Context: an optimization exercise on an open-source flow, tuned for small area and a short achievable clock period. The choices shown serve that exercise and are no tape-out recipe. RTL that was checked went through simulation tests only; none was proved equivalent to the original. Function not checked in runs 1 to 3 and 7: the RTL went through the layout flow alone.

## config.mk

```make
export PLATFORM = sky130hd
export DESIGN_NAME = cordic_cos
export DESIGN_NICKNAME = cordic_cos
export VERILOG_FILES = /design/flow/design.v
export SDC_FILE = /design/flow/constraint.sdc
export NUM_CORES = 4
export LEC_CHECK = 0
export CAP_MARGIN = 20
export CORE_MARGIN = 2
export CORE_UTILIZATION = 40
export SLEW_MARGIN = 20
```

## constraint.sdc

```tcl
create_clock -name core_clock -period 10.0 [get_ports {clk}]
set_input_delay 2.0000 -clock core_clock [delete_from_list [all_inputs] [get_ports {clk}]]
set_output_delay 2.0000 -clock core_clock [all_outputs]
set_load 0.01 [all_outputs]
```

## design.v

```verilog
`timescale 1ns/1ps
module sra16 (
    input  wire [31:0] d,
    input  wire [3:0]  h,
    input  wire [3:0]  q,
    output wire [31:0] o
);
    wire [46:0] de = {{15{d[31]}}, d};
    wire [46:0] m;
    genvar k;
    generate
        for (k = 0; k < 44; k = k + 1) begin : lo
            assign m[k] = (h[0] & de[k]) | (h[1] & de[k+1]) | (h[2] & de[k+2]) | (h[3] & de[k+3]);
        end
        for (k = 44; k < 47; k = k + 1) begin : hi
            assign m[k] = d[31];
        end
        for (k = 0; k < 32; k = k + 1) begin : out
            assign o[k] = (q[0] & m[k]) | (q[1] & m[k+4]) | (q[2] & m[k+8]) | (q[3] & m[k+12]);
        end
    endgenerate
endmodule
module cordic_cos (
    input  wire        clk,
    input  wire        rst,
    input  wire [31:0] angle_in,
    output reg  [31:0] cos_out,
    output reg  [31:0] sin_out
);
    localparam [31:0] K = 32'h4DBA76D0;
    reg [4:0] c;
    wire load = c[4] & c[0];
    wire publ = c[4] & ~c[0];
    always @(posedge clk or posedge rst) begin
        if (rst)
            c <= 5'd17;
        else if (c[4])
            c <= c[0] ? 5'd0 : 5'd17;
        else
            c <= c + 5'd1;
    end
    reg [31:0] atan;
    always @(*) begin
        case (c[3:0])
            4'd0:  atan = 32'h3243F6A9;
            4'd1:  atan = 32'h1DAC6705;
            4'd2:  atan = 32'h0FADBAFC;
            4'd3:  atan = 32'h07F56EA6;
            4'd4:  atan = 32'h03FEAB76;
            4'd5:  atan = 32'h01FFD55B;
            4'd6:  atan = 32'h00FFFABA;
            4'd7:  atan = 32'h007FFFD5;
            4'd8:  atan = 32'h003FFFFF;
            4'd9:  atan = 32'h001FFFFF;
            4'd10: atan = 32'h000FFFFF;
            4'd11: atan = 32'h0007FFFF;
            4'd12: atan = 32'h0003FFFF;
            4'd13: atan = 32'h0001FFFF;
            4'd14: atan = 32'h0000FFFF;
            default: atan = 32'h00007FFF;
        endcase
    end
    wire [3:0] snext = (load | c[4]) ? 4'd0 : c[3:0] + 4'd1;
    wire [3:0] hn = 4'b0001 << snext[1:0];
    wire [3:0] qn = 4'b0001 << snext[3:2];
    reg  [3:0] hx, qx, hyn, qyn;
    always @(posedge clk) begin
        hx  <= hn;
        qx  <= qn;
        hyn <= ~hn;
        qyn <= ~qn;
    end
    reg [31:0] x, y, z;
    wire [31:0] xs, ys;
    sra16 shx (.d(x), .h(hx), .q(qx), .o(xs));
    sra16 shy (.d(y), .h(~hyn), .q(~qyn), .o(ys));
    wire [31:0] sx = {32{~z[31]}};    
    wire [31:0] sy = {32{z[31]}};     
    wire [31:0] ax = x ^ sx, ay = y ^ sy, az = z ^ sx;
    wire [31:0] cx = (ax + ys) ^ ax ^ ys;        
    wire [31:0] cy = (ay + xs) ^ ay ^ xs;
    wire [31:0] cz = (az + atan) ^ az ^ atan;
    wire [31:0] xn = x ^ ys ^ cx;
    wire [31:0] yn = y ^ xs ^ cy;
    wire [31:0] zn = z ^ atan ^ cz;
    always @(posedge clk) begin
        if (load) begin
            x <= K;
            y <= 32'd0;
            z <= angle_in;
        end else begin
            x <= xn;
            y <= yn;
            z <= zn;
        end
    end
    always @(posedge clk or posedge rst) begin
        if (rst) begin
            cos_out <= 32'd0;
            sin_out <= 32'd0;
        end else if (publ) begin
            cos_out <= x;
            sin_out <= y;
        end
    end
endmodule
```

## flow/run.sh

```bash
#!/bin/bash
# The standard layout (standard.sh, with its config and SDC), with these changes:
# - synthesis runs ORFS's synth.tcl through flow/my_synth.tcl, which differs from
#   synth_recipe.tcl only in the ABC script: flow/abc_map.script (delay-driven
#   mapping) with the delay target in flow/abc_d.txt;
# - repair_timing aims for the setup margin in flow/margin.txt;
# - flow/make_args.txt: further ORFS variables, one per line (port buffer cell, ...).
# The clock period, SDC, reset and I/O constraints are the standard flow's own.
set -euo pipefail
W=$PWD
export MY_ABC_SCRIPT=$W/flow/abc_map.script
export MY_ABC_D=$(cat $W/flow/abc_d.txt)
M=$(cat $W/flow/margin.txt)
ARGS=()
while IFS= read -r line; do [ -n "$line" ] && ARGS+=("$line"); done < $W/flow/make_args.txt
bash $W/standard.sh SYNTH_SCRIPT=$W/flow/my_synth.tcl SETUP_SLACK_MARGIN=$M "${ARGS[@]}" \
  finish > $W/flow_standard.log 2>&1
```

## flow/abc_d.txt

```
1500
```

## flow/abc_map.script

```
strash
dch
amap
topo
stime -c
buffer -c
upsize -c {D}
dnsize -c {D}
stime -c
```

## flow/make_args.txt

```
BUFFER_PORTS_ARGS=-buffer_cell sky130_fd_sc_hd__buf_1
ADDER_MAP_FILE=
```

## flow/margin.txt

```
6.8
```

## flow/my_synth.tcl

```tcl
proc synth {args} { yosys synth -nofsm -noshare {*}$args }
proc abc {args} {
  set new {}
  set skip 0
  foreach a $args {
    if {$skip} { set skip 0; lappend new $::env(MY_ABC_SCRIPT); continue }
    if {$a eq "-script"} { set skip 1; lappend new $a; continue }
    lappend new $a
  }
  if {[info exists ::env(MY_ABC_D)]} {
    set i [lsearch $new -D]
    if {$i >= 0} { set new [lreplace $new $i [expr {$i+1}]] }
    lappend new -D $::env(MY_ABC_D)
  }
  puts "MY ABC: $new"
  yosys abc {*}$new
}
source $::env(SCRIPTS_DIR)/synth.tcl
# left out here: clear keep_hierarchy, flatten, clean up, hide names made inside functions, write 1_2_yosys.v
```

## standard.sh

```bash
#!/bin/bash
# synth_recipe.tcl (not shown) runs the flow's synth.tcl, then flattens the netlist and writes it again
# the make line also repeats each setting of config.mk as NAME=value (left out here)
make -C /OpenROAD-flow-scripts/flow DESIGN_CONFIG=/design/flow/config.mk WORK_HOME=/design/flow/orfs CLKGATE_MAP_FILE= SYNTH_SCRIPT=/design/flow/synth_recipe.tcl "${@:-finish}"
```

==> summary.txt, run 1 <==
Status
  – Status: timing/DRC/antenna clean

Logic synthesis
  – Most common cell in the netlist: nor2_1
  – Cells after synthesis: around 2,100
  – Compound-Gate Fraction of Synth Area: 0.442
  – Post-Syn Area: between 0.01 and 0.015 mm2
  – Post-Synth Adder-Cell Area: 0
  – Average size of a mapped cell: 7.14 um2
  – Async S/R FF share, synth: 0.381
  – Top cells by count, synth: 367 x nor2_1, 207 x o22ai_1, 171 x a21oi_1
  – Net Count, Synth: roughly 2,100
  – Simple-Gate Fraction of Synth Area: 0.208
  – Seq/Total Area, Yosys: 0.267
  – Register bit total from synthesis: around 180
  – Largest cells by area after synthesis: dfxtp_1 15%, dfrtp_1 11%, nor2_1 9.3%, o22ai_1 8.7%, a21oi_1 5.8%
  – Post-synth cell types: 72
  – Main combinational cell family by area after synthesis: compound AO/OA/AOI/OAI gates
  – EDFF count, synth: 0
  – Synth warn: 1
  – Post-Synth XOR/XNOR Area: 0
  – Area leader, netlist: dfxtp_1
  – Ys flop type: dfxtp_1
  – Mux cell area share after synthesis: 0
  – Yosys top cell area share: 0.151

Timing
  – RSZ-0062 raised after global routing: yes
  – TNS Setup: 0 ns
  – Max_slew headroom: 0.387
  – Final min period: 3.77 ns
  – Fin. max-slew vios: 0
  – Clk_skew: around 0.017 ns
  – Max Fclk: between 0.2 and 0.3 GHz
  – Final period util: 0.377
  – Final-report hold violation count: 0
  – Final setup viols: 0
  – Slew @ Worst Pin: slightly above 0.9 ns

Die
  – Core area: 0.0366 mm2
  – IO Pins: 98
  – Die span in x: around 200 um
  – Full die area: between 0.03 and 0.04 mm2
  – Initial core utilization: 0.406
  – Die Ht: slightly below 200 um
  – Site row count: 70

Global route
  – Largest net degree at the start of global routing: between 80 and 90
  – Met2 Usage GRT: 0.495
  – Number of global-route vias before repair: between 15,000 and 20,000
  – M3 GR Usage: 0.0751
  – GRT overflow: 0
  – GRT met1 Usage: 0.389
  – Initial antenna violation count: 2
  – GR peak layer: met2
  – First-pass GRT wire length: about 94,000 um
  – GRT Util Overall: 0.309

Route
  – DRT iter0 DRCs: 2,437
  – Total Wirelength: ~66,000 um
  – Via-to-Cell Ratio: ~6.4
  – Drc violations: 0
  – Drt first pass iters: 10
  – Routed wire length per instance: 22.3 um
  – Via count: between 15,000 and 20,000
  – Post-route antenna net violation count: 0

Setup path
  – Arrival time at the worst endpoint: 4.17 ns
  – Worst Setup End Kind: flip-flop
  – Worst Path Max Fanout: 6
  – Required @ worst endpoint: ~10 ns
  – Critical path class: reg -> reg
  – CP startpoint kind: flip-flop

Clock network
  – Clock latency (worst-skew pair): around 0.48 ns
  – Hold-fix buffers, CTS: 0
  – H-tree lvl count: 4
  – CTS tree: done
  – Clk pin slew, worst setup/hold paths: about 0.08 ns
  – Clock root buffer: clkbuf_16
  – CTS Sinks: 181
  – Total CTS buffers: 17
  – CTS max path bufs: 2

Placement
  – Dpl hpwl: roughly 40,000 um
  – Port-buffer cells: 97
  – GP Congestion: just under 1

Cells and area
  – NumNets Final: 2,522
  – Area of the multi-input gates: about 0.012 mm2
  – FF/Latch Area: just over 0.004 mm2
  – Core Util, Final: 0.605
  – Area growth, synth to finish: 48.8%
  – Layout cells sized above 1: 0.411
  – # fillers: slightly above 3,000

Min path
  – Worst hold path type: reg -> reg

Run
  – Max_cap viols: 0
what timing repair did:
| action | 4_1_cts | 5_1_grt |
|---|---|---|
| gates resized for setup | 507 | 291 |
| gates cloned | 10 | 1 |
| pin swaps | 143 | 149 |
| endpoints found under the setup margin | 83 | 67 |
| buffers inserted | 240 | 119 |
| endpoints found under the hold margin | 0 | 0 |
critical path, stage by stage, from the launching register on:
cell and delay (ns):
dfxtp_4 0.39, buf_12 0.14, inv_12 0.07, buf_12 0.13, o22ai_1 0.08, a221oi_2 0.21
buf_4 0.19, nor2_1 0.07, nor2_1 0.44, o221ai_2 0.29, o21ai_2 0.33, or3_4 0.20
o21a_1 0.20, nor3_4 0.06, a2111oi_2 0.34, o21ai_1 0.15, a31oi_2 0.19, o21ai_1 0.08
a21oi_1 0.14
sequential cells by signal, summed over array words and instances, names as in the netlist:
signal and flops:
cos_out 32, sin_out 32, x 32, y 32, z 32, c 5
hx 4, hyn 4, qx 4, qyn 4
logic make-up after synthesis:
logic type             count (synthesis)
DFF                                  181
and+or+nand+nor                      687
AOI/OAI and AO/OA                    937
buffers and inverters                279
routing by layer:
layer / routed length [um] / share of wire / up-vias
met5: 69 / 0.0010 / -
li1: - / - / 8579
met2: 29700 / 0.45 / 1276
met4: 4010 / 0.061 / 2
met1: 25600 / 0.39 / 8825
met3: 6770 / 0.10 / 344
cell usage in the layout, fill, tap and decap left out, drive strengths merged, types with 29 or more instances in the layout:
master	Yosys	final
nor2	378	378
dfxtp	112	112
or3	52	52
a211oi	34	34
nor3	42	42
inv	185	189
dfrtp	67	67
o22ai	209	209
o21ai	217	217
buf	54	471
a221oi	62	62
or2	55	55
a21oi	174	174
o22a	43	43
o21a	80	80
o221ai	29	29
nand2	143	143
path summary, 6_finish.rpt:
| kind | startpoint | to | slack, ns | cells after the start |
|---|---|---|---|---|
| hold / removal | cos_out[25] | cos_out[25] | 0.52 | 2 |
| min in group asynchronous | rst | cos_out[23] | 1.82 | 3 |
| hold reg to reg | cos_out[25] | cos_out[25] | 0.52 | 2 |
| setup / recovery | hx[2] | y[31] | 6.23 | 18 |
| setup reg to reg | hx[2] | y[31] | 6.23 | 18 |
| max in group asynchronous | rst | c[3] | 7.53 | 3 |
per-stage QoR:
| stage | cell area (um2) | hold WS [ns] | setup slack [ns] | instances |
|---|---|---|---|---|
| after detailed placement | 15400 | 0.514 | 5.48 | 2565 |
| after global placement | 15400 | 0.503 | 5.55 | 2565 |
| final | 22100 | 0.525 | 6.23 | 2970 |
| after floorplan | 14900 | 0.493 | 6.93 | 2084 |
| after global routing | 22100 | 0.545 | 6.17 | 2969 |
| after CTS | 20000 | 0.531 | 6.48 | 2847 |
area by class of cell:
type / count / share of cell area
multi-input cells: 1624 / 0.554
clock inverters: 15 / 0.00735
inverters: 186 / 0.0379
repair buffers: 471 / 0.167
diodes: 1 / 0.000113
well taps: 468 / 0.0265
repair inverters: 7 / 0.00305
clock buffers: 17 / 0.0192
flip-flops and latches: 181 / 0.185
==> inputs of run 2 (changes only) <==
==> flow/abc_d.txt (replaced) <==
2000
==> flow/abc_map.script (replaced) <==
strash
dch
map -B 0.9 {D}
topo
stime -c
buffer -c
upsize -c {D}
dnsize -c {D}
stime -c
==> flow/make_args.txt (replaced) <==
BUFFER_PORTS_ARGS=-buffer_cell sky130_fd_sc_hd__buf_1
CTS_ARGS=-sink_clustering_enable -repair_clock_nets -dont_use_dummy_load
==> run 2 against run 1 <==
Against the previous run:
- first-iteration DRC count fell by 24%
- cell count shrank 2.0%
- flip-flop and latch count did not move
- critical path type unchanged
- critical endpoint is now x[25]
==> summary.txt, run 2 <==
Logic synthesis
  – Post-Syn Area: 0.0154 mm2 (+3.8%)
  – EDFF count, synth: 0 (unchanged)
  – Net Count, Synth: 2,419 (+14%)
  – Post-synth cell types: 48 (-33%)
  – Compound-Gate Fraction of Synth Area: 0.241 (-0.201)
  – Top cells by count, synth: 486 x nand2_1, 216 x inv_1, 206 x o21ai_0
  – Synth warn: 1 (unchanged)
  – Register bit total from synthesis: 181 (unchanged)
  – Ys flop type: dfxtp_1
  – Simple-Gate Fraction of Synth Area: 0.226 (+0.0172)
  – Async S/R FF share, synth: 0.381 (unchanged)
  – Area leader, netlist: dfxtp_1
  – Largest cells by area after synthesis: dfxtp_1 15%, nand2_1 12%, dfrtp_1 11%, ha_1 8.1%, o21ai_0 6.7%
  – Most common cell in the netlist: nand2_1
  – Post-Synth XOR/XNOR Area: 0.111 (+0.111)
  – Post-Synth Adder-Cell Area: 0.0849 (+0.0849)
  – Seq/Total Area, Yosys: 0.257 (-0.00989)
  – Cells after synthesis: 2,282 (+9.5%)
  – Yosys top cell area share: 0.145 (-0.00558)
  – Main combinational cell family by area after synthesis: compound AO/OA/AOI/OAI gates
  – Average size of a mapped cell: 6.77 um2 (-5.2%)
  – Mux cell area share after synthesis: 0 (unchanged)

Timing
  – Final min period: 3.11 ns (-0.654 ns)
  – TNS Setup: 0 ns (unchanged)
  – Hold WS: 0.483 ns (-0.0413 ns)
  – Max Fclk: 0.321 GHz (+21%)
  – Slew @ Worst Pin: 0.910 ns (-0.0100 ns)
  – Fin. max-slew vios: 0 (unchanged)
  – Clk_skew: 0.0194 ns (+0.00191 ns)
  – Final-report hold violation count: 0 (unchanged)
  – Final period util: 0.311 (-0.0654)
  – RSZ-0062 raised after global routing: yes
  – Max_slew headroom: 0.394 (+0.00668)
  – Final setup viols: 0 (unchanged)

Cells and area
  – # diodes: 0 (-1)
  – Design area: 0.0181 mm2 (-18%)
  – # fillers: 3,907 (+29%)
  – NumNets Final: 2,538 (+0.63%)
  – Layout cells sized above 1: 0.132 (-0.279)
  – Area growth, synth to finish: 16.9%
  – Area of the multi-input gates: 0.0109 mm2 (-11%)
  – Leading cell types in the layout, fill and taps excluded: 474 x nand2_1, 197 x inv_1, 174 x a21oi_1
  – Most common cell after layout, fill and taps aside: nand2_1
  – FF/Latch Area: 0.00403 mm2 (-1.7%)

Route
  – Total Wirelength: 55,300 um (-16%)
  – Via-to-Cell Ratio: 5.69 (-11%)
  – Drt first pass iters: 6 (-4)
  – DRT iter0 DRCs: 1,854 (-24%)
  – Drc violations: 0 (unchanged)
  – Post-route antenna net violation count: 0 (unchanged)
  – Via count: 16,600 (-13%)
  – Routed wire length per instance: 19.0 um (-15%)

Setup path
  – Reg2reg end: x[25]
  – Max incr delay on CP: 0.39 ns (-0.05 ns)
  – Worst r2r src: hyn[3]
  – Worst Setup End Kind: flip-flop
  – R2R cell count: 15 (-3)
  – CP max-delay cell: ha_1
  – Arrival time at the worst endpoint: 3.46 ns (-0.71 ns)
  – Critical path class: reg -> reg
  – Cell breakdown of the critical path: clkinvlp_4, buf_4, buf_4, a21oi_1, o21ai_2, a22oi_1, o221ai_2, ha_1, nand2_1, nor2_2, inv_1, nor4_1, nand2_1, a21oi_1, nor2_1
  – Worst Path Max Fanout: 9 (+3)
  – Required @ worst endpoint: 10.34 ns (-0.06 ns)
  – CP startpoint kind: flip-flop
  – Reg2reg setup slack: 6.89 ns (+0.65 ns)

Clock network
  – CTS tree: done
  – Total CTS buffers: 17 (unchanged)
  – Hold-fix buffers, CTS: 0 (unchanged)
  – Clock root buffer: clkbuf_16
  – Clk pin slew, worst setup/hold paths: 0.07 ns (about the same)
  – CTS max path bufs: 2 (unchanged)
  – CTS Sinks: 181 (unchanged)
  – H-tree lvl count: 4 (unchanged)
  – Clock latency (worst-skew pair): 0.46 ns (-0.02 ns)

Die
  – Site row count: 71 (+1.4%)
  – Initial core utilization: 0.408 (+0.00187)
  – Core area: 0.0378 mm2 (+3.4%)
  – Die span in x: 201 um (+1.9%)
  – Full die area: 0.0402 mm2 (+3.8%)
  – IO Pins: 98 (unchanged)
  – Die Ht: 201 um (+1.9%)

Run
  – Max_cap viols: 0 (unchanged)

Placement
  – Placed inst area: 0.0161 mm2 (+4.7%)
  – Port-buffer cells: 97 (unchanged)
  – GP Congestion: 1.04 (+4.6%)
  – Dpl hpwl: 41,100 um (+2.2%)

Global route
  – Number of global-route vias before repair: 15,000 (-12%)
  – GRT Util Overall: 0.261 (-0.0482)
  – Largest net degree at the start of global routing: 108 (+27%)
  – GRT overflow: 0 (unchanged)
  – First-pass GRT wire length: 83,200 um (-12%)
  – Initial antenna violation count: 1 (-1)

Min path
  – Worst Hold Path Cells: 2 (unchanged)
  – Worst Hold End: cos_out[2]
  – Hold Crit Start: cos_out[2]
  – Worst hold path type: reg -> reg

Status
  – Status: timing/DRC/antenna clean
[run 2: changes by cell type in the layout (fill, tap and decap cells not counted), moves of 45 or more]
cell     before  now
buf_4       303   79
inv_1       106  197
nor2_1      295  168
ha_1          0   87
xnor2_1       0  101
o21ai_0      69  169
nand3_1       0   82
buf_6        46    1
nand2_1     111  474
o22ai_1     179   82
o21a_1       79   15
xor2_1        0   94
inv_2        57   12
[run 2: per-stage QoR]
stage	setup WS, ns	cells	utilization
CTS	6.80	2848	0.446
global route	6.74	2910	0.477
detailed placement	6.03	2804	0.426
finish	6.89	2910	0.477
floorplan	7.18	2282	-
global placement	6.06	2804	0.426
[run 2: cell families (layout without fill, tap and decap cells)]
kind of cell,after synthesis,in the layout
AND/OR/NAND/NOR,848,848
AO/OA/AOI/OAI,640,640
buffers and inverters,315,432
XOR/XNOR,195,195
flip-flops,181,181
adder cells (fa/ha/maj),103,103
[run 2: how the worst max path moves through the flow]
stage	startpoint	end	slack, ns
after floorplan	hyn[0]	x[26]	7.18
after global placement	hyn[0]	x[29]	6.06
after detailed placement	hyn[0]	x[29]	6.03
after CTS	c[0]	z[28]	6.80
after global routing	y[25]	x[23]	6.74
final	hyn[3]	x[25]	6.89
[run 2: repair_timing]
| item | 4_1_cts | 5_1_grt |
|---|---|---|
| endpoints found under the setup margin | 68 | 68 |
| setup buffers | 23 | 60 |
| hold endpoints to repair | 0 | 0 |
| resized for setup | 62 | 195 |
| pin swaps | 1 | 48 |
| gates cloned | 4 | 2 |
[run 2: cell type report]
| cell class | instances | area share |
|---|---|---|
| repair buffers | 187 | 0.0636 |
| well taps | 511 | 0.0354 |
| clock buffers | 17 | 0.0236 |
| inverters | 223 | 0.0492 |
| multi-input cells | 1786 | 0.603 |
| flip-flops and latches | 181 | 0.223 |
| repair inverters | 5 | 0.00194 |
[run 2: critical path, delay by kind of cell (launching register included)]
family,cells,cell delay [ns]
fa+ha+maj,1,0.39
simple gates,5,0.81
buf+inv,4,0.55
flops,1,0.38
compound gates,5,0.88
[run 2: layer usage]
| metal | up-vias | part of all wire | wire [um] | global-route usage |
|---|---|---|---|---|
| li1 | 7973 | - | - | - |
| met1 | 7628 | 0.43 | 23900 | 0.353 |
| met2 | 828 | 0.44 | 24300 | 0.403 |
| met3 | 135 | 0.089 | 4940 | 0.0523 |
| met4 | 2 | 0.040 | 2200 | 0.111 |
| met5 | - | 0.00034 | 19 | 0 |
==> inputs of run 3 (changes only) <==
--- a/design.v
+++ b/design.v
@@ -60,20 +60,18 @@
             default: atan = 32'h00007FFF;
         endcase
     end
-    wire [3:0] snext = (load | c[4]) ? 4'd0 : c[3:0] + 4'd1;
-    wire [3:0] hn = 4'b0001 << snext[1:0];
-    wire [3:0] qn = 4'b0001 << snext[3:2];
-    reg  [3:0] hx, qx, hyn, qyn;
+    wire [1:0] lnext = c[4] ? 2'd0 : c[1:0] + 2'd1;
+    wire [3:0] hn = 4'b0001 << lnext;
+    reg  [3:0] hx, hyn;
     always @(posedge clk) begin
         hx  <= hn;
-        qx  <= qn;
         hyn <= ~hn;
-        qyn <= ~qn;
     end
+    wire [3:0] qs = 4'b0001 << c[3:2];
     reg [31:0] x, y, z;
     wire [31:0] xs, ys;
-    sra16 shx (.d(x), .h(hx), .q(qx), .o(xs));
-    sra16 shy (.d(y), .h(~hyn), .q(~qyn), .o(ys));
+    sra16 shx (.d(x), .h(hx), .q(qs), .o(xs));
+    sra16 shy (.d(y), .h(~hyn), .q(qs), .o(ys));
     wire [31:0] sx = {32{~z[31]}};    
     wire [31:0] sy = {32{z[31]}};     
     wire [31:0] ax = x ^ sx, ay = y ^ sy, az = z ^ sx;
==> run 3 against run 2 <==
Against the previous run:
- largest cell class unchanged
- sequential share of layout area fell by 1.4 points
- via count is 0.80% higher
- clock skew rose by 0.0011 ns
- clock-buffer cell count did not move
- first-iteration DRC count shrank 1.8%
- still clean on timing, DRC and antenna
- die area fell by 0.87%
==> summary.txt, run 3 <==
Route
  – Routed wire length per instance: 19.7 um (+3.6%)
  – Total Wirelength: 56,900 um (+2.8%)
  – Drt first pass iters: 8 (+2)
  – Via count: 16,700 (+0.80%)
  – Via-to-Cell Ratio: 5.79 (+1.6%)
  – DRT iter0 DRCs: 1,820 (-1.8%)
  – Drc violations: 0 (unchanged)
  – Post-route antenna net violation count: 0 (unchanged)

Clock network
  – Clock latency (worst-skew pair): 0.45 ns (about the same)
  – CTS max path bufs: 2 (unchanged)
  – Clk pin slew, worst setup/hold paths: 0.06 ns (about the same)
  – Clock root buffer: clkbuf_16
  – H-tree lvl count: 4 (unchanged)
  – Total CTS buffers: 17 (unchanged)
  – CTS Sinks: 173 (-4.4%)
  – CTS tree: done

Die
  – Core area: 0.0377 mm2 (-0.47%)
  – Site row count: 71 (unchanged)
  – Die Ht: 200 um (-0.43%)
  – Full die area: 0.0399 mm2 (-0.87%)
  – Die span in x: 200 um (-0.43%)
  – Initial core utilization: 0.406 (-0.00170)
  – IO Pins: 98 (unchanged)

Logic synthesis
  – Area leader, netlist: dfxtp_1
  – Net Count, Synth: 2,371 (-2.0%)
  – Post-Synth XOR/XNOR Area: 0.111 (+0.000413)
  – Async S/R FF share, synth: 0.399 (+0.0176)
  – Average size of a mapped cell: 6.85 um2 (+1.2%)
  – Main combinational cell family by area after synthesis: compound AO/OA/AOI/OAI gates
  – Mux cell area share after synthesis: 0.000736 (+0.000736)
  – Yosys top cell area share: 0.136 (-0.00917)
  – Top cells by count, synth: 426 x nand2_1, 221 x inv_1, 215 x a21oi_1
  – Register bit total from synthesis: 173 (-4.4%)
  – EDFF count, synth: 0 (unchanged)
  – Post-Synth Adder-Cell Area: 0.0857 (+0.000756)
  – Most common cell in the netlist: nand2_1
  – Compound-Gate Fraction of Synth Area: 0.250 (+0.00828)
  – Post-synth cell types: 56 (+17%)
  – Largest cells by area after synthesis: dfxtp_1 14%, dfrtp_1 11%, nand2_1 10%, ha_1 8.2%, a21oi_1 7.0%
  – Cells after synthesis: 2,234 (-2.1%)
  – Synth warn: 1 (unchanged)
  – Seq/Total Area, Yosys: 0.249 (-0.00817)
  – Simple-Gate Fraction of Synth Area: 0.215 (-0.0104)
  – Post-Syn Area: 0.0153 mm2 (-0.88%)
  – Ys flop type: dfxtp_1

Cells and area
  – Final std cells w/o fill: 2,886 (-0.82%)
  – Layout cells sized above 1: 0.145 (+0.0131)
  – # fillers: 3,838 (-1.8%)
  – Design area: 0.0183 mm2 (+1.4%)
  – Core Util, Final: 0.486 (+0.00903)
  – Area growth, synth to finish: 19.6%
  – Leading cell types in the layout, fill and taps excluded: 414 x nand2_1, 204 x inv_1, 195 x a21oi_1
  – Most common cell after layout, fill and taps aside: nand2_1
  – NumNets Final: 2,514 (-0.95%)
  – # diodes: 0 (unchanged)

Timing
  – Clk_skew: 0.0204 ns (+0.00109 ns)
  – Max_slew headroom: 0.351 (-0.0423)
  – PnR worst setup slack: 6.78 ns (-0.102 ns)
  – Final setup viols: 0 (unchanged)
  – Final-report hold violation count: 0 (unchanged)
  – Slew @ Worst Pin: 0.973 ns (+0.0634 ns)
  – Max Fclk: 0.311 GHz (-3.2%)
  – RSZ-0062 raised after global routing: yes
  – Hold WS: 0.480 ns (-0.00288 ns)
  – Final min period: 3.22 ns (+0.102 ns)
  – TNS Setup: 0 ns (unchanged)
  – Final period util: 0.322 (+0.0102)
  – Fin. max-slew vios: 0 (unchanged)

Placement
  – Port-buffer cells: 97 (unchanged)
  – # placed instances: 2,759 (-1.6%)
  – Dpl hpwl: 41,100 um (-0.12%)
  – Pre-CTS WS: 5.79 ns (-0.238 ns)
  – Placed inst area: 0.0159 mm2 (-1.1%)
  – GP Congestion: 1.04 (+0.68%)

Global route
  – GRT Util Overall: 0.277 (+0.0162)
  – First-pass GRT wire length: 84,700 um (+1.8%)
  – Largest net degree at the start of global routing: 124 (+15%)
  – Initial antenna violation count: 0 (-1)
  – GRT overflow: 0 (unchanged)
  – Number of global-route vias before repair: 14,900 (-0.49%)

Status
  – Status: timing/DRC/antenna clean

Setup path
  – Reg2reg setup slack: 6.78 ns (-0.10 ns)
  – Arrival time at the worst endpoint: 3.55 ns (+0.09 ns)
  – Worst Setup End Kind: flip-flop
  – R2R cell count: 15 (unchanged)
  – Worst r2r src: hyn[0]
  – Reg2reg end: x[23]
  – Worst Path Max Fanout: 32 (+23)
  – Critical path class: reg -> reg
  – CP startpoint kind: flip-flop
  – Required @ worst endpoint: 10.33 ns (about the same)

Min path
  – Worst Hold End: sin_out[4]
  – Worst Hold Path Cells: 2 (unchanged)
  – Worst hold path type: reg -> reg
  – Hold Crit Start: sin_out[4]

Run
  – Max_cap viols: 0 (unchanged)
-- run 3: cell types whose count changed in the layout (fill, tap and decap cells not counted), sizes merged, moves of 9 or more --
cell and change:
buf +25, a21oi +12, o221ai +12, nand2 -53, inv +9
-- run 3: worst max-delay path by stage --
| stage | from | endpoint | slack (ns) |
|---|---|---|---|
| 6_report | hyn[0] | x[23] | 6.78 |
| 4_1_cts | c[2] | y[22] | 6.77 |
| 2_1_floorplan | c[2] | y[24] | 7.00 |
| 3_5_place_dp | c[3] | y[28] | 5.79 |
| 3_3_place_gp | c[3] | y[24] | 5.85 |
| 5_1_grt | y[19] | x[23] | 6.68 |
-- run 3: final cells by class --
class,instances,area (um2),area share
Sequential cell,173,3830,0.209
Multi-Input combinational cell,1738,10900,0.598
Timing Repair inverter,6,45.0,0.00246
Tap cell,511,639,0.0349
Timing Repair Buffer,212,1500,0.0820
Clock buffer,17,425,0.0232
Inverter,229,925,0.0505
-- run 3: logic make-up after synthesis --
kind of cell	count (synthesis)
flops	173
buf+inv	324
mux	1
compound gates	647
fa+ha+maj	103
xor+xnor	194
simple gates	792
-- run 3: worst max-delay path, stage by stage (launching register included) --
cell,delay (ns)
dfxtp_1,0.36
buf_12,0.21
o22ai_1,0.13
nor3_2,0.17
buf_4,0.15
inv_1,0.06
a22oi_1,0.17
o221ai_1,0.19
ha_1,0.42
a21oi_1,0.30
o21ai_1,0.19
a21oi_1,0.18
nand2_2,0.13
a21o_1,0.18
a21oi_1,0.11
o21ai_0,0.11
-- run 3: layer usage --
| metal | vias up | part of all wire | track usage |
|---|---|---|---|
| met2 | 916 | 0.43 | 0.428 |
| met5 | - | 0 | 0 |
| li1 | 7892 | - | - |
| met4 | 0 | 0.045 | 0.112 |
| met1 | 7717 | 0.43 | 0.382 |
| met3 | 174 | 0.090 | 0.0468 |
-- run 3: timing repair --
action | CTS | global route
setup endpoints to repair | 87 | 68
gates cloned | 8 | 4
buffers inserted | 25 | 73
hold buffers | 0 | 0
gates resized for setup | 95 | 165
pin swaps | 6 | 55
==> inputs of run 4 (changes only) <==
--- a/design.v
+++ b/design.v
@@ -19,6 +19,39 @@
             assign o[k] = (q[0] & m[k]) | (q[1] & m[k+4]) | (q[2] & m[k+8]) | (q[3] & m[k+12]);
         end
     endgenerate
+endmodule
+module carries32 (
+    input  wire [31:0] a,
+    input  wire [31:0] b,
+    output wire [31:0] c
+);
+    wire [31:0] g [0:6];
+    wire [31:0] p [0:6];
+    assign g[0] = a & b;
+    assign p[0] = a ^ b;
+    genvar l, k;
+    generate
+        for (l = 0; l < 5; l = l + 1) begin : ks
+            for (k = 0; k < 32; k = k + 1) begin : bk
+                if ((k & 1) && k >= (1 << l)) begin : n
+                    assign g[l+1][k] = g[l][k] | (p[l][k] & g[l][k - (1 << l)]);
+                    assign p[l+1][k] = p[l][k] & p[l][k - (1 << l)];
+                end else begin : w
+                    assign g[l+1][k] = g[l][k];
+                    assign p[l+1][k] = p[l][k];
+                end
+            end
+        end
+        for (k = 0; k < 32; k = k + 1) begin : ev
+            if (!(k & 1) && k >= 2) begin : n
+                assign g[6][k] = g[5][k] | (p[5][k] & g[5][k-1]);
+            end else begin : w
+                assign g[6][k] = g[5][k];
+            end
+            assign p[6][k] = p[5][k];
+        end
+    endgenerate
+    assign c = {g[6][30:0], 1'b0};
 endmodule
 module cordic_cos (
     input  wire        clk,
@@ -60,35 +93,42 @@
             default: atan = 32'h00007FFF;
         endcase
     end
-    wire [1:0] lnext = c[4] ? 2'd0 : c[1:0] + 2'd1;
-    wire [3:0] hn = 4'b0001 << lnext;
-    reg  [3:0] hx, hyn;
+    wire [3:0] snext = (load | c[4]) ? 4'd0 : c[3:0] + 4'd1;
+    wire [3:0] hn = 4'b0001 << snext[1:0];
+    wire [3:0] qn = 4'b0001 << snext[3:2];
+    reg  [3:0] hx, qx, hyn, qyn;
     always @(posedge clk) begin
         hx  <= hn;
+        qx  <= qn;
         hyn <= ~hn;
+        qyn <= ~qn;
     end
-    wire [3:0] qs = 4'b0001 << c[3:2];
     reg [31:0] x, y, z;
+    reg        zpos;
     wire [31:0] xs, ys;
-    sra16 shx (.d(x), .h(hx), .q(qs), .o(xs));
-    sra16 shy (.d(y), .h(~hyn), .q(qs), .o(ys));
-    wire [31:0] sx = {32{~z[31]}};    
+    sra16 shx (.d(x), .h(hx), .q(qx), .o(xs));
+    sra16 shy (.d(y), .h(~hyn), .q(~qyn), .o(ys));
+    wire [31:0] sx = {32{zpos}};      
     wire [31:0] sy = {32{z[31]}};     
     wire [31:0] ax = x ^ sx, ay = y ^ sy, az = z ^ sx;
-    wire [31:0] cx = (ax + ys) ^ ax ^ ys;        
-    wire [31:0] cy = (ay + xs) ^ ay ^ xs;
-    wire [31:0] cz = (az + atan) ^ az ^ atan;
+    wire [31:0] cx, cy;                          
+    carries32 kx (.a(ax), .b(ys), .c(cx));
+    carries32 ky (.a(ay), .b(xs), .c(cy));
+    wire [31:0] cz;
+    carries32 kz (.a(az), .b(atan), .c(cz));
     wire [31:0] xn = x ^ ys ^ cx;
     wire [31:0] yn = y ^ xs ^ cy;
     wire [31:0] zn = z ^ atan ^ cz;
     always @(posedge clk) begin
         if (load) begin
+            zpos <= ~angle_in[31];
             x <= K;
             y <= 32'd0;
             z <= angle_in;
         end else begin
             x <= xn;
             y <= yn;
+            zpos <= ~zn[31];
             z <= zn;
         end
     end
==> flow/margin.txt (replaced) <==
7.0
==> run 4 against run 3 <==
Against the previous run:
- still clean on timing, DRC and antenna
- sequential share of layout area grew 0.70 points
- flip-flop and latch count is 9 higher
- register-to-register slack better by 0.16 ns
- via count decreased by 9.3%
- critical path depth up 3
- critical endpoint is now zpos
- highest routed layer unchanged
==> summary.txt, run 4 <==
Status
  – Status: timing/DRC/antenna clean

Die
  – Die Ht: 193 um (-3.3%)
  – Die span in x: 193 um (-3.3%)
  – Core area: 0.0354 mm2 (-6.0%)
  – Site row count: 69 (-2.8%)
  – IO Pins: 98 (unchanged)
  – Full die area: 0.0373 mm2 (-6.4%)
  – Initial core utilization: 0.404 (-0.00225)

Route
  – Total Wirelength: 51,000 um (-10%)
  – DRT iter0 DRCs: 1,334 (-27%)
  – Drt first pass iters: 6 (-2)
  – Drc violations: 0 (unchanged)
  – Via count: 15,100 (-9.3%)
  – Routed wire length per instance: 18.6 um (-5.5%)
  – Via-to-Cell Ratio: 5.53 (-4.4%)
  – Post-route antenna net violation count: 0 (unchanged)

Setup path
  – Worst Setup End Kind: flip-flop
  – Top Family by Delay on Critical Path: compound AO/OA/AOI/OAI gates
  – Arrival time at the worst endpoint: 3.41 ns (-0.14 ns)
  – Max incr delay on CP: 0.59 ns (+0.17 ns)
  – Worst Path Buf+Inv: 4 (+1)
  – CP startpoint kind: flip-flop
  – Required @ worst endpoint: 10.35 ns (+0.02 ns)
  – Worst Path Max Fanout: 4 (-88%)
  – Critical path class: reg -> reg
  – Cell breakdown of the critical path: buf_6, ha_4, inv_4, ha_4, o22ai_4, inv_2, ha_4, a21o_1, a21oi_2, nand2_2, a21oi_4, o21ai_4, nand2_1, nand4_1, nand3_1, nand3_1, nand2_1, inv_1
  – CP max-delay cell: dfstp_2
  – Most frequent CP cell: ha_4

Timing
  – Clk_skew: 0.0199 ns (-0.000548 ns)
  – Final setup viols: 0 (unchanged)
  – Final-report hold violation count: 0 (unchanged)
  – Hold WS: 0.481 ns (+0.000928 ns)
  – Final min period: 3.06 ns (-0.158 ns)
  – RSZ-0062 raised after global routing: yes
  – Slew @ Worst Pin: 0.909 ns (-0.0640 ns)
  – Fin. max-slew vios: 0 (unchanged)
  – Final period util: 0.306 (-0.0158)
  – Max Fclk: 0.327 GHz (+5.2%)
  – Max_slew headroom: 0.394 (+0.0427)
  – TNS Setup: 0 ns (unchanged)
  – PnR worst setup slack: 6.94 ns (+0.158 ns)

Clock network
  – CTS max path bufs: 2 (unchanged)
  – Clk pin slew, worst setup/hold paths: 0.06 ns (about the same)
  – Hold-fix buffers, CTS: 0 (unchanged)
  – CTS tree: done
  – H-tree lvl count: 4 (unchanged)
  – CTS Sinks: 182 (+5.2%)
  – Clock root buffer: clkbuf_16
  – Total CTS buffers: 17 (unchanged)
  – Clock latency (worst-skew pair): 0.45 ns (about the same)

Global route
  – GRT met1 Usage: 0.338 (-0.0442)
  – Number of global-route vias before repair: 13,800 (-7.7%)
  – Largest net degree at the start of global routing: 103 (-17%)
  – GRT Util Overall: 0.257 (-0.0205)
  – M3 GR Usage: 0.0291 (-0.0176)
  – Initial antenna violation count: 0 (unchanged)
  – GR peak layer: met2
  – GRT overflow: 0 (unchanged)
  – First-pass GRT wire length: 74,300 um (-12%)
  – Met2 Usage GRT: 0.429 (+0.00115)

Cells and area
  – Layout cells sized above 1: 0.303 (+0.158)
  – NumNets Final: 2,411 (-4.1%)
  – Area growth, synth to finish: 31.2%
  – # diodes: 0 (unchanged)
  – Leading cell types in the layout, fill and taps excluded: 334 x nand2_1, 186 x xor2_1, 177 x buf_4
  – Most common cell after layout, fill and taps aside: nand2_1

Logic synthesis
  – Most common cell in the netlist: nand2_1
  – Average size of a mapped cell: 7.00 um2 (+2.1%)
  – Post-Syn Area: 0.0143 mm2 (-6.5%)
  – Post-synth cell types: 54 (-3.6%)
  – Synth warn: 2 (+1)
  – Main combinational cell family by area after synthesis: compound AO/OA/AOI/OAI gates
  – Simple-Gate Fraction of Synth Area: 0.195 (-0.0206)
  – Mux cell area share after synthesis: 0 (-0.000736)
  – Area leader, netlist: dfxtp_1
  – Yosys top cell area share: 0.158 (+0.0221)
  – Largest cells by area after synthesis: dfxtp_1 16%, dfrtp_1 12%, xor2_1 11%, nand2_1 10%, ha_1 8.6%
  – Register bit total from synthesis: 182 (+5.2%)
  – Ys flop type: dfxtp_1
  – Post-Synth XOR/XNOR Area: 0.129 (+0.0182)
  – Cells after synthesis: 2,044 (-8.5%)
  – Top cells by count, synth: 380 x nand2_1, 224 x inv_1, 192 x nor2_1
  – Compound-Gate Fraction of Synth Area: 0.224 (-0.0258)
  – EDFF count, synth: 0 (unchanged)
  – Async S/R FF share, synth: 0.379 (-0.0197)
  – Seq/Total Area, Yosys: 0.279 (+0.0300)
  – Post-Synth Adder-Cell Area: 0.0857 (about the same)
  – Net Count, Synth: 2,176 (-8.2%)

Placement
  – Dpl hpwl: 35,000 um (-15%)
  – Port-buffer cells: 97 (unchanged)
  – Pre-CTS WS: 6.12 ns (+0.328 ns)
  – GP Congestion: 0.951 (-8.9%)

Run
  – Max_cap viols: 0 (unchanged)

Min path
  – Worst hold path type: reg -> reg
## run 4: final cells by class
cell class	instances	area [um2]
multi-input cells	1545	10700
repair inverters	5	40.0
clock buffers	17	425
fillers	3408	16600
repair buffers	294	2040
flip-flops and latches	182	4060
well taps	461	577
inverters	234	946
## run 4: kinds of logic after synthesis
logic type	count (synthesis)
buffers and inverters	317
XOR/XNOR	211
flip-flops	182
adder cells (fa/ha/maj)	98
AO/OA/AOI/OAI	552
AND/OR/NAND/NOR	684
## run 4: what timing repair did
| action | in CTS | in global routing |
|---|---|---|
| gates cloned | 5 | 0 |
| endpoints found under the setup margin | 85 | 109 |
| resized for setup | 207 | 368 |
| buffers inserted | 68 | 123 |
| pin swaps | 40 | 127 |
## run 4: final timing paths
kind	from	end	slack [ns]	cells past startpoint
worst min-delay path	sin_out[28]	sin_out[28]	0.48	2
worst min register to register	sin_out[28]	sin_out[28]	0.48	2
min in group asynchronous	rst	cos_out[18]	1.81	3
max in group asynchronous	rst	c[3]	7.45	3
worst max-delay path	c[0]	zpos	6.94	18
worst max register to register	c[0]	zpos	6.94	18
## run 4: worst min-delay path, delay by kind of cell, from the launching register on
| family | cells | cell delay, ns |
|---|---|---|
| DFF | 1 | 0.34 |
| and+or+nand+nor | 1 | 0.05 |
| AOI/OAI and AO/OA | 1 | 0.06 |
## run 4: metal layers
metal	share of wire	wire, um
met2	0.48	24300
met3	0.059	3000
met1	0.43	21800
met4	0.038	1940
met5	0	0
## run 4: per-stage QoR
step / utilization / std cells / instance area (um2)
2_1_floorplan: - / 2044 / 14300
3_3_place_gp: 0.422 / 2525 / 14900
3_5_place_dp: 0.422 / 2525 / 14900
4_1_cts: 0.467 / 2615 / 16500
5_1_grt: 0.530 / 2738 / 18800
6_report: 0.530 / 2738 / 18800
==> inputs of run 5 (changes only) <==
==> flow/margin.txt (replaced) <==
6.2
==> run 5 against run 4 <==
Against the previous run:
- non-clock buffer count decreased by 186
- critical path type unchanged
- highest routed layer is now met5
- worst setup slack got worse by 0.55 ns
- cell count decreased by 7.0%
- register-to-register slack got worse by 0.55 ns
- critical path depth decreased by 2
- sequential share of layout area increased by 4.3 points
- clock-buffer cell count unchanged
==> summary.txt, run 5 <==
Setup path
  – R2R cell count: 16 (-2)
  – CP startpoint kind: flip-flop
  – Critical path class: reg -> reg
  – Required @ worst endpoint: 10.36 ns (about the same)
  – Max incr delay on CP: 0.67 ns (+0.08 ns)
  – Worst Path Max Fanout: 27 (+23)
  – Arrival time at the worst endpoint: 3.97 ns (+0.56 ns)
  – Worst Setup End Kind: flip-flop
  – CP max-delay cell: dfxtp_1
  – Cell breakdown of the critical path: inv_4, o211ai_1, inv_1, nor2_1, a21oi_1, o211ai_1, ha_1, a21oi_1, o21ai_0, a21oi_1, o221a_2, nand2_1, nand2_1, nand3_1, nand2_1, nor2_1

Clock network
  – CTS tree: done
  – Clock root buffer: clkbuf_16
  – H-tree lvl count: 4 (unchanged)
  – Clk pin slew, worst setup/hold paths: 0.08 ns (+0.02 ns)
  – CTS max path bufs: 2 (unchanged)
  – Hold-fix buffers, CTS: 0 (unchanged)
  – Clock latency (worst-skew pair): 0.46 ns (about the same)
  – Total CTS buffers: 17 (unchanged)
  – CTS Sinks: 182 (unchanged)

Timing
  – Hold WS: 0.481 ns (-0.000587 ns)
  – Clk_skew: 0.0243 ns (+0.00440 ns)
  – Final min period: 3.61 ns (+0.551 ns)
  – Max Fclk: 0.277 GHz (-15%)
  – Final period util: 0.361 (+0.0551)
  – Final-report hold violation count: 0 (unchanged)
  – TNS Setup: 0 ns (unchanged)
  – Max_slew headroom: 0.307 (-0.0875)
  – RSZ-0062 raised after global routing: yes
  – Slew @ Worst Pin: 1.04 ns (+0.131 ns)
  – Final setup viols: 0 (unchanged)
  – Fin. max-slew vios: 0 (unchanged)

Logic synthesis
  – Post-synth cell types: 54 (unchanged)
  – Async S/R FF share, synth: 0.379 (unchanged)
  – Largest cells by area after synthesis: dfxtp_1 16%, dfrtp_1 12%, xor2_1 11%, nand2_1 10%, ha_1 8.6%
  – Net Count, Synth: 2,176 (unchanged)
  – Seq/Total Area, Yosys: 0.279 (unchanged)
  – Average size of a mapped cell: 7.00 um2 (unchanged)
  – Most common cell in the netlist: nand2_1
  – Ys flop type: dfxtp_1
  – Post-Syn Area: 0.0143 mm2 (unchanged)
  – Area leader, netlist: dfxtp_1
  – Yosys top cell area share: 0.158 (unchanged)
  – EDFF count, synth: 0 (unchanged)
  – Synth warn: 2 (unchanged)
  – Cells after synthesis: 2,044 (unchanged)
  – Top cells by count, synth: 380 x nand2_1, 224 x inv_1, 192 x nor2_1
  – Register bit total from synthesis: 182 (unchanged)

Die
  – IO Pins: 98 (unchanged)
  – Initial core utilization: 0.404 (unchanged)
  – Die Ht: 193 um (unchanged)
  – Site row count: 69 (unchanged)
  – Core area: 0.0354 mm2 (unchanged)
  – Full die area: 0.0373 mm2 (unchanged)
  – Die span in x: 193 um (unchanged)

Cells and area
  – Most common cell after layout, fill and taps aside: nand2_1
  – Area growth, synth to finish: 8.12%
  – Leading cell types in the layout, fill and taps excluded: 378 x nand2_1, 221 x inv_1, 192 x nor2_1
  – NumNets Final: 2,220 (-7.9%)
  – # diodes: 0 (unchanged)
  – Layout cells sized above 1: 0.0475 (-0.255)

Route
  – DRT iter0 DRCs: 1,243 (-6.8%)
  – Routed wire length per instance: 17.9 um (-4.1%)
  – Total Wirelength: 45,500 um (-11%)
  – Drc violations: 0 (unchanged)
  – Via-to-Cell Ratio: 5.42 (-2.0%)
  – Drt first pass iters: 6 (unchanged)
  – Post-route antenna net violation count: 0 (unchanged)
  – Via count: 13,800 (-8.9%)

Global route
  – Initial antenna violation count: 1 (+1)
  – First-pass GRT wire length: 70,400 um (-5.3%)
  – Largest net degree at the start of global routing: 102 (-0.97%)
  – GRT Util Overall: 0.245 (-0.0117)
  – Number of global-route vias before repair: 12,700 (-7.7%)
  – GRT overflow: 0 (unchanged)

Placement
  – GP Congestion: 0.952 (+0.12%)
  – Dpl hpwl: 35,000 um (about the same)
  – Port-buffer cells: 97 (unchanged)

Min path
  – Worst Hold Path Cells: 2 (unchanged)
  – Worst hold path type: reg -> reg

Status
  – Status: timing/DRC/antenna clean

Run
  – Max_cap viols: 0 (unchanged)
run 5: cell counts after synthesis:
Identical to the previous run, type by type.
run 5: metal layers:
metal / routed length [um] / up-vias / GRT usage
met5: 13 / - / 0
met3: 2480 / 88 / 0.0348
met4: 1750 / 2 / 0.109
met1: 20400 / 6315 / 0.321
met2: 20800 / 495 / 0.400
li1: - / 6896 / -
run 5: path summary, 6_finish.rpt:
| kind | from | endpoint | slack, ns |
|---|---|---|---|
| min reg2reg | sin_out[8] | sin_out[8] | 0.48 |
| max reg2reg | hx[0] | y[29] | 6.39 |
| min in group asynchronous | rst | cos_out[20] | 1.76 |
| max | hx[0] | y[29] | 6.39 |
| min | sin_out[8] | sin_out[8] | 0.48 |
| max in group asynchronous | rst | c[1] | 7.58 |
run 5: stage by stage:
step           setup slack, ns  instance area (um2)  cells   util
6_report                  6.39                15500   2547  0.437
5_1_grt                   6.13                15500   2547  0.437
4_1_cts                   6.28                15400   2543  0.434
3_5_place_dp              6.04                14900   2526  0.422
3_3_place_gp              6.13                14900   2526  0.422
2_1_floorplan             6.26                14300   2044      -
run 5: area by class of cell:
type / instances / area [um2]
clock buffers: 17 / 425
fillers: 3691 / 19900
inverters: 234 / 895
multi-input cells: 1545 / 9100
flip-flops and latches: 182 / 4010
well taps: 461 / 577
repair buffers: 108 / 459
run 5: cell families (layout without fill, tap and decap cells):
kind of cell,count (synthesis),in the layout,synth area share
AND/OR/NAND/NOR,684,684,0.195
AO/OA/AOI/OAI,552,552,0.224
buffers and inverters,317,359,0.0879
XOR/XNOR,211,211,0.129
flip-flops,182,182,0.279
adder cells (fa/ha/maj),98,98,0.0857
run 5: repair_timing:
item                                    in CTS  in global routing
resized for setup                            4                 17
endpoints found under the setup margin       7                 33
buffers inserted                             0                  4
run 5: critical path, delay by kind of cell (launching register included):
kind	cells	cell delay, ns
buffers and inverters	2	0.35
and+or+nand+nor	6	0.67
DFF	1	0.67
adders and majority gates	1	0.34
AOI/OAI and AO/OA	7	1.49
==> inputs of run 6 (changes only) <==
==> flow/margin.txt (replaced) <==
6.8
==> run 6 against run 5 <==
Against the previous run:
- clock skew fell by 0.0043 ns
- fmax up 15%
- non-clock buffer count is 82 higher
==> summary.txt, run 6 <==
Global route
  – Largest net degree at the start of global routing: 103 (+0.98%)
  – Initial antenna violation count: 0 (-1)
  – Number of global-route vias before repair: 13,200 (+3.6%)
  – First-pass GRT wire length: 71,400 um (+1.5%)
  – GRT Util Overall: 0.248 (+0.00271)
  – GRT overflow: 0 (unchanged)

Route
  – Drc violations: 0 (unchanged)
  – Routed wire length per instance: 18.1 um (+1.3%)
  – Via count: 14,400 (+4.5%)
  – DRT iter0 DRCs: 1,381 (+11%)
  – Post-route antenna net violation count: 0 (unchanged)
  – Via-to-Cell Ratio: 5.47 (+1.1%)
  – Drt first pass iters: 5 (-1)
  – Total Wirelength: 47,600 um (+4.7%)

Logic synthesis
  – Top cells by count, synth: 380 x nand2_1, 224 x inv_1, 192 x nor2_1
  – Post-synth cell types: 54 (unchanged)
  – Cells after synthesis: 2,044 (unchanged)
  – Ys flop type: dfxtp_1
  – Average size of a mapped cell: 7.00 um2 (unchanged)
  – Synth warn: 2 (unchanged)
  – Area leader, netlist: dfxtp_1
  – EDFF count, synth: 0 (unchanged)
  – Async S/R FF share, synth: 0.379 (unchanged)
  – Net Count, Synth: 2,176 (unchanged)
  – Yosys top cell area share: 0.158 (unchanged)
  – Post-Syn Area: 0.0143 mm2 (unchanged)
  – Largest cells by area after synthesis: dfxtp_1 16%, dfrtp_1 12%, xor2_1 11%, nand2_1 10%, ha_1 8.6%
  – Seq/Total Area, Yosys: 0.279 (unchanged)
  – Register bit total from synthesis: 182 (unchanged)
  – Most common cell in the netlist: nand2_1

Timing
  – Final-report hold violation count: 0 (unchanged)
  – PnR worst setup slack: 6.87 ns (+0.479 ns)
  – Final min period: 3.13 ns (-0.479 ns)
  – Fin. max-slew vios: 0 (unchanged)
  – Max Fclk: 0.319 GHz (+15%)
  – Final period util: 0.313 (-0.0479)
  – Slew @ Worst Pin: 1.03 ns (-0.0123 ns)
  – TNS Setup: 0 ns (unchanged)
  – Max_slew headroom: 0.315 (+0.00818)
  – Clk_skew: 0.0200 ns (-0.00426 ns)
  – Hold WS: 0.479 ns (-0.00154 ns)
  – RSZ-0062 raised after global routing: yes
  – Final setup viols: 0 (unchanged)

Setup path
  – Worst Path Max Fanout: 17 (-37%)
  – Critical path class: reg -> reg
  – Arrival time at the worst endpoint: 3.45 ns (-0.52 ns)
  – CP max-delay cell: dfxtp_4
  – Reg2reg setup slack: 6.87 ns (+0.48 ns)
  – Required @ worst endpoint: 10.32 ns (-0.04 ns)
  – CP startpoint kind: flip-flop
  – Max incr delay on CP: 0.52 ns (-0.15 ns)
  – Cell breakdown of the critical path: clkinv_4, o22ai_1, nor2_1, inv_1, a22oi_1, o211ai_1, buf_4, ha_4, a21oi_2, inv_1, a31oi_1, inv_1, a21oi_2, nor2_1, a211oi_1, nand2_1, xor2_1, nor2_1
  – Worst Setup End Kind: flip-flop

Clock network
  – Total CTS buffers: 17 (unchanged)
  – Hold-fix buffers, CTS: 0 (unchanged)
  – CTS max path bufs: 2 (unchanged)
  – H-tree lvl count: 4 (unchanged)
  – Clock latency (worst-skew pair): 0.45 ns (about the same)
  – Clock root buffer: clkbuf_16
  – Clk pin slew, worst setup/hold paths: 0.07 ns (about the same)
  – CTS tree: done
  – CTS Sinks: 182 (unchanged)

Cells and area
  – NumNets Final: 2,306 (+3.9%)
  – # diodes: 0 (unchanged)
  – Design area: 0.0170 mm2 (+9.7%)
  – Area growth, synth to finish: 18.6%
  – Core Util, Final: 0.479 (+0.0423)
  – Layout cells sized above 1: 0.176 (+0.128)
  – Most common cell after layout, fill and taps aside: nand2_1
  – Leading cell types in the layout, fill and taps excluded: 361 x nand2_1, 186 x xor2_1, 179 x inv_1
  – Final std cells w/o fill: 2,633 (+3.4%)

Run
  – Max_cap viols: 0 (unchanged)

Placement
  – Pre-CTS WS: 6.12 ns (+0.0776 ns)
  – # placed instances: 2,525 (-0.040%)
  – Placed inst area: 0.0149 mm2 (about the same)
  – Port-buffer cells: 97 (unchanged)
  – GP Congestion: 0.951 (-0.12%)
  – Dpl hpwl: 35,000 um (about the same)

Status
  – Status: timing/DRC/antenna clean

Die
  – Site row count: 69 (unchanged)
  – Full die area: 0.0373 mm2 (unchanged)
  – Core area: 0.0354 mm2 (unchanged)
  – IO Pins: 98 (unchanged)
  – Die Ht: 193 um (unchanged)
  – Initial core utilization: 0.404 (unchanged)
  – Die span in x: 193 um (unchanged)

Min path
  – Worst hold path type: reg -> reg
run 6: changes by cell type in the layout (fill, tap and decap cells not counted), moves of 19 or more:
| cell | change |
|---|---|
| buf_4 | +76 |
| inv_1 | -42 |
| nor2_1 | -41 |
| nor2_2 | +38 |
| inv_2 | +32 |
| o21ai_0 | -29 |
| a21oi_1 | -26 |
| a21oi_2 | +25 |
| o21ai_1 | +19 |
run 6: worst paths after layout:
path	startpoint	end	cells after the start
setup / recovery	hx[2]	y[24]	18
hold / removal	sin_out[28]	sin_out[28]	2
setup reg to reg	hx[2]	y[24]	18
hold reg to reg	sin_out[28]	sin_out[28]	2
max in group asynchronous	rst	c[3]	3
min in group asynchronous	rst	cos_out[14]	3
run 6: critical path, delay by kind of cell (launching register included):
kind / cells / cell delay, ns
compound gates: 7 / 1.06
xor+xnor: 1 / 0.19
fa+ha+maj: 1 / 0.21
buf+inv: 5 / 0.69
flops: 1 / 0.52
simple gates: 4 / 0.34
run 6: what timing repair did:
item | CTS | global route
gates cloned | 2 | 2
pin swaps | 2 | 62
gates resized for setup | 68 | 233
setup endpoints to repair | 78 | 61
setup buffers | 11 | 76
run 6: cells by family (layout without fill, tap and decap cells):
logic type                 Yosys count  in the layout  synth area share
AOI/OAI and AO/OA                  552            552             0.224
xor gates and xnor gates           211            211             0.129
buffers and inverters              317            445            0.0879
and+or+nand+nor                    684            684             0.195
DFF                                182            182             0.279
adders and majority gates           98             98            0.0857
run 6: routing by layer:
layer  GRT usage  vias to the layer above  part of all wire
met5           0                        -                 0
li1            -                     7087                 -
met1       0.327                     6752              0.45
met4      0.0959                        0             0.031
met2       0.413                      483              0.47
met3      0.0290                       90             0.046
run 6: cell type report:
| type | count | area (um2) |
|---|---|---|
| clock buffers | 17 | 425 |
| fillers | 3595 | 18400 |
| inverters | 234 | 956 |
| multi-input cells | 1545 | 9820 |
| flip-flops and latches | 182 | 4050 |
| well taps | 461 | 577 |
| repair buffers | 190 | 1100 |
| repair inverters | 4 | 31.3 |
==> inputs of run 7 (changes only) <==
--- a/design.v
+++ b/design.v
@@ -114,8 +114,7 @@
     wire [31:0] cx, cy;                          
     carries32 kx (.a(ax), .b(ys), .c(cx));
     carries32 ky (.a(ay), .b(xs), .c(cy));
-    wire [31:0] cz;
-    carries32 kz (.a(az), .b(atan), .c(cz));
+    wire [31:0] cz = (az + atan) ^ az ^ atan;
     wire [31:0] xn = x ^ ys ^ cx;
     wire [31:0] yn = y ^ xs ^ cy;
     wire [31:0] zn = z ^ atan ^ cz;
==> run 7 against run 6 <==
Against the previous run:
- still clean
- first-iteration DRC count down 1.9%
- flip-flop and latch count unchanged
- cell area up 4.9%
- global-route usage up 0.20 points
==> summary.txt, run 7 <==
Min path
  – Worst Hold Path Cells: 2 (unchanged)
  – Worst hold path type: reg -> reg

Cells and area
  – Most common cell after layout, fill and taps aside: nand2_1
  – # diodes: 0 (unchanged)
  – Layout cells sized above 1: 0.198 (+0.0224)
  – Area growth, synth to finish: 22.2%
  – FF/Latch Area: 0.00405 mm2 (about the same)
  – Core Util, Final: 0.498 (+0.0188)
  – Area of the multi-input gates: 0.0103 mm2 (+5.3%)
  – NumNets Final: 2,399 (+4.0%)
  – # fillers: 3,611 (+0.45%)
  – Leading cell types in the layout, fill and taps excluded: 379 x nand2_1, 191 x xor2_1, 178 x inv_1

Placement
  – Port-buffer cells: 97 (unchanged)
  – GP Congestion: 0.979 (+3.0%)
  – Dpl hpwl: 35,200 um (+0.66%)

Logic synthesis
  – Top cells by count, synth: 401 x nand2_1, 221 x inv_1, 207 x nor2_1
  – Ys flop type: dfxtp_1
  – Register bit total from synthesis: 182 (unchanged)
  – Synth warn: 2 (unchanged)
  – Post-synth cell types: 52 (-3.7%)
  – Average size of a mapped cell: 6.92 um2 (-1.2%)
  – Cells after synthesis: 2,106 (+3.0%)
  – Post-Syn Area: 0.0146 mm2 (+1.8%)
  – Yosys top cell area share: 0.155 (-0.00285)
  – Most common cell in the netlist: nand2_1
  – Net Count, Synth: 2,238 (+2.8%)
  – Area leader, netlist: dfxtp_1
  – Largest cells by area after synthesis: dfxtp_1 16%, dfrtp_1 12%, xor2_1 11%, nand2_1 10%, ha_1 8.3%
  – Seq/Total Area, Yosys: 0.274 (-0.00503)
  – Async S/R FF share, synth: 0.379 (unchanged)
  – EDFF count, synth: 0 (unchanged)

Clock network
  – Clock root buffer: clkbuf_16
  – CTS Sinks: 182 (unchanged)
  – Hold-fix buffers, CTS: 0 (unchanged)
  – Clk pin slew, worst setup/hold paths: 0.07 ns (about the same)
  – H-tree lvl count: 4 (unchanged)
  – CTS tree: done
  – CTS max path bufs: 2 (unchanged)
  – Total CTS buffers: 17 (unchanged)
  – Clock latency (worst-skew pair): 0.46 ns (about the same)

Route
  – DRT iter0 DRCs: 1,355 (-1.9%)
  – Post-route antenna net violation count: 0 (unchanged)
  – Via-to-Cell Ratio: 5.52 (+0.85%)
  – Routed wire length per instance: 18.1 um (-0.17%)
  – Total Wirelength: 49,200 um (+3.4%)
  – Drt first pass iters: 7 (+2)
  – Via count: 15,000 (+4.4%)
  – Drc violations: 0 (unchanged)

Setup path
  – Worst Path Max Fanout: 7 (-10)
  – Worst Setup End Kind: flip-flop
  – Required @ worst endpoint: 10.34 ns (+0.02 ns)
  – CP max-delay cell: dfxtp_4
  – Cell breakdown of the critical path: buf_12, o22ai_1, a21oi_1, o21ai_0, a21oi_1, o211ai_1, ha_1, a21oi_2, inv_1, a21oi_2, inv_1, a21oi_2, nand2_2, nand2_1, nand2_1, nand2_2, nand3_1, nand2_1, nor2_1
  – Arrival time at the worst endpoint: 3.54 ns (+0.09 ns)
  – R2R cell count: 19 (+1)
  – Critical path class: reg -> reg
  – Reg2reg setup slack: 6.80 ns (-0.07 ns)
  – Max incr delay on CP: 0.44 ns (-0.08 ns)
  – CP startpoint kind: flip-flop

Global route
  – Initial antenna violation count: 0 (unchanged)
  – Largest net degree at the start of global routing: 130 (+26%)
  – First-pass GRT wire length: 75,200 um (+5.3%)
  – Number of global-route vias before repair: 13,800 (+4.9%)
  – GRT overflow: 0 (unchanged)
  – GRT Util Overall: 0.250 (+0.00197)

Die
  – Site row count: 69 (unchanged)
  – Die Ht: 195 um (+0.90%)
  – Die span in x: 195 um (+0.90%)
  – Core area: 0.0357 mm2 (+0.98%)
  – IO Pins: 98 (unchanged)
  – Full die area: 0.0380 mm2 (+1.8%)
  – Initial core utilization: 0.408 (+0.00345)

Timing
  – Slew @ Worst Pin: 1.04 ns (+0.0111 ns)
  – Final period util: 0.320 (+0.00703)
  – Max Fclk: 0.312 GHz (-2.2%)
  – RSZ-0062 raised after global routing: yes
  – Final setup viols: 0 (unchanged)
  – TNS Setup: 0 ns (unchanged)
  – Max_slew headroom: 0.307 (-0.00740)
  – Hold WS: 0.480 ns (+0.000885 ns)
  – Final min period: 3.20 ns (+0.0703 ns)
  – Final-report hold violation count: 0 (unchanged)
  – Fin. max-slew vios: 0 (unchanged)
  – Clk_skew: 0.0223 ns (+0.00227 ns)

Run
  – Max_cap viols: 0 (unchanged)

Status
  – Status: timing/DRC/antenna clean
-- run 7: changes by cell type in the layout (fill, tap and decap cells not counted), sizes merged, moves of 6 or more --
cell / change
o22ai: -9
o221ai: +8
a21oi: +13
nand3: +9
nor2: +14
buf: +32
xnor2: -10
a221oi: +6
nand2: +16
-- run 7: final cells by class --
cell class,count,area share
well taps,461,0.0324
multi-input cells,1607,0.581
repair inverters,5,0.00190
inverters,234,0.0531
clock buffers,17,0.0239
repair buffers,220,0.0801
flip-flops and latches,182,0.227
-- run 7: cell families (layout without fill, tap and decap cells) --
logic type / after synthesis / count (layout) / synth area share
simple gates: 738 / 738 / 0.208
compound gates: 565 / 565 / 0.224
buf+inv: 317 / 476 / 0.0864
xor+xnor: 206 / 206 / 0.124
flops: 182 / 182 / 0.274
fa+ha+maj: 98 / 98 / 0.0847
-- run 7: routing by layer --
layer / routed length, um / part of all wire / vias up / global-route usage
met3: 3310 / 0.067 / 119 / 0.0416
li1: - / - / 7379 / -
met4: 1950 / 0.040 / 0 / 0.0973
met2: 23300 / 0.47 / 607 / 0.428
met1: 20700 / 0.42 / 6943 / 0.313
met5: 0 / 0 / - / 0
-- run 7: final timing paths --
| check | from | to |
|---|---|---|
| worst min register to register | cos_out[8] | cos_out[8] |
| worst min-delay path | cos_out[8] | cos_out[8] |
| worst max register to register | hyn[1] | x[31] |
| max in group asynchronous | rst | c[3] |
| min in group asynchronous | rst | cos_out[14] |
| worst max-delay path | hyn[1] | x[31] |
-- run 7: per-stage QoR --
| step | std cells | instance area [um2] | setup WS, ns |
|---|---|---|---|
| 6_report | 2726 | 17800 | 6.80 |
| 4_1_cts | 2641 | 16300 | 6.76 |
| 2_1_floorplan | 2106 | 14600 | 6.84 |
| 5_1_grt | 2726 | 17800 | 6.68 |
| 3_3_place_gp | 2585 | 15200 | 5.86 |
| 3_5_place_dp | 2585 | 15200 | 5.86 |
-- run 7: timing repair --
item                                    4_1_cts  5_1_grt
resized for setup                           100      245
pin swaps                                    13       82
setup buffers                                37       82
endpoints found under the setup margin       80       67
cloned                                        2        3
-- run 7: worst max-delay path: cells and delay by family (launching register included) --
kind | cells | cell delay [ns]
adder cells (fa/ha/maj) | 1 | 0.39
buffers and inverters | 3 | 0.31
flip-flops | 1 | 0.44
AO/OA/AOI/OAI | 8 | 1.35
AND/OR/NAND/NOR | 7 | 0.59

## separate check: timing with driven ports
Ports are ideal in the flow. The routed layouts listed here were re-timed in OpenROAD.
Step 1 sets driving cells, clkbuf_16 on the clock port and buf_2 on the other inputs (assumed; they add their load-dependent delay and slew).
Step 2, shift: input delay + t, output delay - t, t = (earliest + latest rising clock arrival at the registers) / 2. This alone moves slack from input paths to output paths.
a / b / c = ideal ports / drivers / drivers and shift; a / b = the first two.
run | shift t [ns] | slack for setup (ns) | worst hold slack (ns) | clock arrival spread, ns | worst data-port slew with drivers (ns)
run 1 | 0.521 | 6.231 / 6.231 / 6.231 | 0.525 / 0.525 / 0.525 | 0.018 / 0.018 | 0.05
run 2 | 0.502 | 6.886 / 6.886 / 6.886 | 0.483 / 0.483 / 0.483 | 0.020 / 0.019 | 0.03
run 3 | 0.497 | 6.783 / 6.783 / 6.783 | 0.480 / 0.480 / 0.480 | 0.021 / 0.021 | 0.05
run 4 | 0.496 | 6.941 / 6.941 / 6.941 | 0.481 / 0.481 / 0.481 | 0.020 / 0.021 | 0.04
run 5 | 0.497 | 6.391 / 6.391 / 6.391 | 0.481 / 0.481 / 0.481 | 0.024 / 0.024 | 0.04
run 6 | 0.492 | 6.870 / 6.870 / 6.870 | 0.479 / 0.479 / 0.479 | 0.020 / 0.020 | 0.04
run 7 | 0.501 | 6.800 / 6.800 / 6.800 | 0.480 / 0.480 / 0.480 | 0.023 / 0.022 | 0.06
After both steps setup and hold are still met in every run listed.
